Context: an optimization exercise on an open-source flow, tuned for small area, a short achievable clock period and few clock cycles. The choices shown serve that exercise and are no tape-out recipe.
Only simulation tests tie the RTL to the original design; equivalence was not proved.

==> garnet <==
==> flow/design.v (excerpt) <==
module d_BCH_KES_top
(
    input  wire         i_clk,
    input  wire         i_RESET,
    input  wire         i_stop_dec,
    input  wire [3:0]   i_channel_sel,
    input  wire         i_execute_kes,
    input  wire         i_data_fowarding,
    input  wire         i_buf_available,
    input  wire         i_chunk_number,
    input  wire         i_buf_sequence_end,
    output reg          o_kes_sequence_end,
    output wire         o_kes_fail,
    output wire         o_kes_available,
    output wire [3:0]   o_channel_sel,
    output wire         o_chunk_number,
    output wire         o_buf_sequence_end,
    output wire [3:0]   o_error_count,
    input  wire [323:0] i_syndromes,
    output wire [11:0]  o_v_2i_000,
    output wire [11:0]  o_v_2i_001,
    output wire [11:0]  o_v_2i_002,
    output wire [11:0]  o_v_2i_003,
    output wire [11:0]  o_v_2i_004,
    output wire [11:0]  o_v_2i_005,
    output wire [11:0]  o_v_2i_006,
    output wire [11:0]  o_v_2i_007,
    output wire [11:0]  o_v_2i_008,
    output wire [11:0]  o_v_2i_009,
    output wire [11:0]  o_v_2i_010,
    output wire [11:0]  o_v_2i_011,
    output wire [11:0]  o_v_2i_012,
    output wire [11:0]  o_v_2i_013,
    output wire [11:0]  o_v_2i_014
);
    wire w_rst = i_RESET | i_stop_dec;
    reg         a_val, a_fwd, a_yng;
    reg  [3:0]  a_cnt, a_dp;
    reg  [5:0]  a_tag;
    reg  [11:0] a_dlt, a_rp;
    reg  [11:0] a_v [0:15];
    reg  [11:0] a_k [1:14];
    reg  [11:0] a_t [0:25];
    reg         b_val, b_fwd, b_yng, b_cd, b_cbd;
    reg  [3:0]  b_cnt, b_deg;
    reg  [5:0]  b_tag;
    reg  [11:0] b_dlt, b_rp, b_d;
    reg  [5:0]  b_dlts, b_ds;
    reg         r_g;
    reg  [11:0] b_v [0:15];
    reg  [11:0] b_k [1:14];
    reg  [11:0] b_t [0:25];
    reg         r_pend, r_fail;
    reg  [3:0]  r_ec;
    reg  [5:0]  r_tag;
    reg  [11:0] r_v [0:14];
    wire [11:0] w_s1 = i_syndromes[323:312];
    wire w_ing = r_avail & ~i_data_fowarding;
    wire [11:0] w_s1g = {12{w_ing}} & w_s1;
    wire [11:0] w_s3g = {12{w_ing}} & i_syndromes[299:288];
    wire [11:0] w_s2 = i_syndromes[311:300];
  ...
clock: 8.5 ns
lec_check: 0
abc_clock_period_in_ps: 3000
cap_margin: 20
core_margin: 2
core_utilization: 30
place_density: 0.5
setup_slack_margin: 5
slew_margin: 20
standard.sh (not shown) runs the stock make flow with config.mk's settings and CLKGATE_MAP_FILE= SYNTH_SCRIPT=/design/flow/synth_recipe.tcl, a recipe that flattens the netlist after the stock synthesis.
==> flow/flow/run.sh <==
#!/bin/bash
# Layout flow: the standard ORFS flow (standard.sh, unchanged synthesis), with plain
# buf_2 cells as the port buffers instead of the default delay buffers.
set -euo pipefail
cd "$(dirname "$0")/.."
bash standard.sh "BUFFER_PORTS_ARGS=-buffer_cell sky130_fd_sc_hd__buf_2" finish > run_standard.log 2>&1
==> fjord: changes against garnet <==
--- a/flow/design.v
+++ b/flow/design.v
@@ -94,16 +94,23 @@
     assign w_d1[5] = ^{w_s12u[5], w_s12u[13], w_s12u[14], w_s12u[17], w_s12u[18], w_s12u[19], w_s12u[21], w_s12u[22], w_s3g[5]};
     assign w_d1[6] = ^{w_s12u[6], w_s12u[14], w_s12u[15], w_s12u[18], w_s12u[19], w_s12u[20], w_s12u[22], w_s3g[6]};
     assign w_d1[7] = ^{w_s12u[7], w_s12u[12], w_s12u[15], w_s12u[16], w_s12u[17], w_s12u[19], w_s12u[22], w_s3g[7]};
     assign w_d1[8] = ^{w_s12u[8], w_s12u[13], w_s12u[16], w_s12u[17], w_s12u[18], w_s12u[20], w_s3g[8]};
     assign w_d1[9] = ^{w_s12u[9], w_s12u[14], w_s12u[17], w_s12u[18], w_s12u[19], w_s12u[21], w_s3g[9]};
     assign w_d1[10] = ^{w_s12u[10], w_s12u[15], w_s12u[18], w_s12u[19], w_s12u[20], w_s12u[22], w_s3g[10]};
     assign w_d1[11] = ^{w_s12u[11], w_s12u[16], w_s12u[19], w_s12u[20], w_s12u[21], w_s3g[11]};
     wire [11:0] w_inj = w_d1;
+    wire [5:0] w_injs;
+    assign w_injs[0] = ^{w_s12u[0], w_s12u[12], w_s12u[14], w_s12u[15], w_s12u[17], w_s12u[18], w_s12u[19], w_s12u[21], w_s12u[6], w_s3g[0], w_s3g[6]};
+    assign w_injs[1] = ^{w_s12u[12], w_s12u[13], w_s12u[15], w_s12u[16], w_s12u[17], w_s12u[18], w_s12u[19], w_s12u[1], w_s12u[21], w_s12u[7], w_s3g[1], w_s3g[7]};
+    assign w_injs[2] = ^{w_s12u[13], w_s12u[14], w_s12u[16], w_s12u[17], w_s12u[18], w_s12u[19], w_s12u[20], w_s12u[22], w_s12u[2], w_s12u[8], w_s3g[2], w_s3g[8]};
+    assign w_injs[3] = ^{w_s12u[12], w_s12u[14], w_s12u[15], w_s12u[18], w_s12u[19], w_s12u[22], w_s12u[3], w_s12u[9], w_s3g[3], w_s3g[9]};
+    assign w_injs[4] = ^{w_s12u[10], w_s12u[12], w_s12u[13], w_s12u[15], w_s12u[16], w_s12u[17], w_s12u[19], w_s12u[21], w_s12u[22], w_s12u[4], w_s3g[4], w_s3g[10]};
+    assign w_injs[5] = ^{w_s12u[11], w_s12u[13], w_s12u[14], w_s12u[16], w_s12u[17], w_s12u[18], w_s12u[20], w_s12u[22], w_s12u[5], w_s3g[5], w_s3g[11]};
     wire w_s1nz = ~i_data_fowarding & (|w_s1);
     wire [5:0] w_avs0 = a_v[0][5:0] ^ a_v[0][11:6];
     wire [11:0] w_w0 = a_t[25] & {12{r_g}};
     wire [5:0] w_ats0 = w_w0[5:0] ^ w_w0[11:6];
     wire [5:0] w_avs1 = a_v[1][5:0] ^ a_v[1][11:6];
     wire [11:0] w_w1 = a_t[24] & {12{r_g}};
     wire [5:0] w_ats1 = w_w1[5:0] ^ w_w1[11:6];
     wire [5:0] w_avs2 = a_v[2][5:0] ^ a_v[2][11:6];
@@ -190,22 +197,22 @@
     assign w_d[5] = ^{w_dH[1], w_dH[2], w_dH[5], w_dH[6], w_dH[8], w_dH[9], w_dH[10], w_dL[5], w_dL[7], w_dL[8], w_dM[7], w_dM[8], w_inj[5]};
     assign w_d[6] = ^{w_dH[0], w_dH[2], w_dH[3], w_dH[6], w_dH[7], w_dH[9], w_dH[10], w_dL[0], w_dL[6], w_dL[8], w_dL[9], w_dM[0], w_dM[8], w_dM[9], w_inj[6]};
     assign w_d[7] = ^{w_dH[0], w_dH[1], w_dH[3], w_dH[4], w_dH[5], w_dH[6], w_dH[7], w_dH[9], w_dL[1], w_dL[6], w_dL[7], w_dL[9], w_dL[10], w_dM[1], w_dM[6], w_dM[9], w_dM[10], w_inj[7]};
     assign w_d[8] = ^{w_dH[1], w_dH[2], w_dH[4], w_dH[5], w_dH[6], w_dH[7], w_dH[8], w_dH[10], w_dL[2], w_dL[7], w_dL[8], w_dL[10], w_dM[2], w_dM[7], w_dM[10], w_inj[8]};
     assign w_d[9] = ^{w_dH[2], w_dH[3], w_dH[5], w_dH[6], w_dH[7], w_dH[8], w_dH[9], w_dL[3], w_dL[8], w_dL[9], w_dM[3], w_dM[8], w_inj[9]};
     assign w_d[10] = ^{w_dH[3], w_dH[4], w_dH[6], w_dH[7], w_dH[8], w_dH[9], w_dH[10], w_dL[4], w_dL[9], w_dL[10], w_dM[4], w_dM[9], w_inj[10]};
     assign w_d[11] = ^{w_dH[4], w_dH[5], w_dH[7], w_dH[8], w_dH[9], w_dH[10], w_dL[5], w_dL[10], w_dM[5], w_dM[10], w_inj[11]};
     wire [5:0] w_dsx;
-    assign w_dsx[0] = ^{w_dH[2], w_dH[3], w_dH[5], w_dH[7], w_dH[8], w_dL[8], w_dL[9], w_dM[0], w_dM[6], w_dM[8], w_dM[9], w_inj[0], w_inj[6]};
-    assign w_dsx[1] = ^{w_dH[0], w_dH[3], w_dH[4], w_dH[5], w_dH[10], w_dL[6], w_dL[9], w_dL[10], w_dM[1], w_dM[6], w_dM[7], w_dM[9], w_dM[10], w_inj[1], w_inj[7]};
-    assign w_dsx[2] = ^{w_dH[1], w_dH[4], w_dH[5], w_dH[6], w_dL[7], w_dL[10], w_dM[2], w_dM[7], w_dM[8], w_dM[10], w_inj[2], w_inj[8]};
-    assign w_dsx[3] = ^{w_dH[0], w_dH[2], w_dH[7], w_dH[8], w_dH[9], w_dH[10], w_dL[6], w_dL[8], w_dM[3], w_dM[6], w_dM[8], w_dM[9], w_inj[3], w_inj[9]};
-    assign w_dsx[4] = ^{w_dH[0], w_dH[1], w_dH[3], w_dH[5], w_dH[6], w_dL[6], w_dL[7], w_dL[9], w_dM[4], w_dM[6], w_dM[7], w_dM[9], w_dM[10], w_inj[4], w_inj[10]};
-    assign w_dsx[5] = ^{w_dH[1], w_dH[2], w_dH[4], w_dH[6], w_dH[7], w_dL[7], w_dL[8], w_dL[10], w_dM[5], w_dM[7], w_dM[8], w_dM[10], w_inj[5], w_inj[11]};
+    assign w_dsx[0] = ^{w_dH[2], w_dH[3], w_dH[5], w_dH[7], w_dH[8], w_dL[8], w_dL[9], w_dM[0], w_dM[6], w_dM[8], w_dM[9], w_injs[0]};
+    assign w_dsx[1] = ^{w_dH[0], w_dH[3], w_dH[4], w_dH[5], w_dH[10], w_dL[6], w_dL[9], w_dL[10], w_dM[1], w_dM[6], w_dM[7], w_dM[9], w_dM[10], w_injs[1]};
+    assign w_dsx[2] = ^{w_dH[1], w_dH[4], w_dH[5], w_dH[6], w_dL[7], w_dL[10], w_dM[2], w_dM[7], w_dM[8], w_dM[10], w_injs[2]};
+    assign w_dsx[3] = ^{w_dH[0], w_dH[2], w_dH[7], w_dH[8], w_dH[9], w_dH[10], w_dL[6], w_dL[8], w_dM[3], w_dM[6], w_dM[8], w_dM[9], w_injs[3]};
+    assign w_dsx[4] = ^{w_dH[0], w_dH[1], w_dH[3], w_dH[5], w_dH[6], w_dL[6], w_dL[7], w_dL[9], w_dM[4], w_dM[6], w_dM[7], w_dM[9], w_dM[10], w_injs[4]};
+    assign w_dsx[5] = ^{w_dH[1], w_dH[2], w_dH[4], w_dH[6], w_dH[7], w_dL[7], w_dL[8], w_dL[10], w_dM[5], w_dM[7], w_dM[8], w_dM[10], w_injs[5]};
     wire w_frz = a_fwd | (a_cnt == 4'd14);
     wire [15:1] w_anz;
     assign w_anz[1] = |a_v[1];
     assign w_anz[2] = |a_v[2];
     assign w_anz[3] = |a_v[3];
     assign w_anz[4] = |a_v[4];
     assign w_anz[5] = |a_v[5];
     assign w_anz[6] = |a_v[6];
==> impl_metrics.json <==
{
  "status": "finished clean",
  "drive_above_1_share_pct": 19.2,
  "firstDrtPassIters": 9,
  "fp.coreArea_um2": 410000,
  "clkPwrFrac_pct": 27.7,
  "power.internal_mw": 18.3,
  "pwr_density_cell_nw_per_um2": 210,
  "pre_cts_slack_ps": 3190
}
# the run above: garnet

==> impl_metrics.json <==
{
  "power.internal_mw": 18.7,
  "firstDrtPassIters": 7,
  "drive_above_1_share_pct": 20.7,
  "clkPwrFrac_pct": 26.6,
  "nonClockBufferCount": 1696,
  "pre_cts_slack_ps": 3310,
  "pwr_density_cell_nw_per_um2": 209,
  "num_rows": 235,
  "status": "finished clean",
  "cts_setup_buffers": 438,
  "fp.coreArea_um2": 410000
}
# the run above: fjord

Testbench counts of garnet, summed over its fixed seeds: cycles 16,656.
Testbench counts of fjord, summed over its fixed seeds: cycles 16,656.

-- re-timing with driven ports --
The flow's constraints put no driver on any port. The routed layouts listed below were extracted and timed again, unchanged, in two steps.
Step 1, drivers: a clkbuf_16 drives i_clk and a buf_2 each remaining input, both assumed.
Step 2 adds t to the input delays and takes it off the output delays; t is the mean of the earliest and latest rising clock arrival at the registers after step 1. Input paths then give back, and output paths get back, about the clock's delay inside the block.
Three values: no drivers, after step 1, after step 2; two values: the first two.
run | shift t [ns] | slack for setup (ns) | worst setup path after step 2 | clock arrival spread, ns | worst slew at a driven data input, ns
garnet | 1.040 | 4.443 / 4.443 / 3.593 | input to register | 0.102 / 0.101 | 0.20
fjord | 1.048 | 4.743 / 4.743 / 3.725 | input to register | 0.075 / 0.075 | 0.21
After both steps every run listed still meets setup and hold. The setup slack of fjord, which loses most, moves by 0.000 ns with the drivers and by -1.018 ns with both steps.
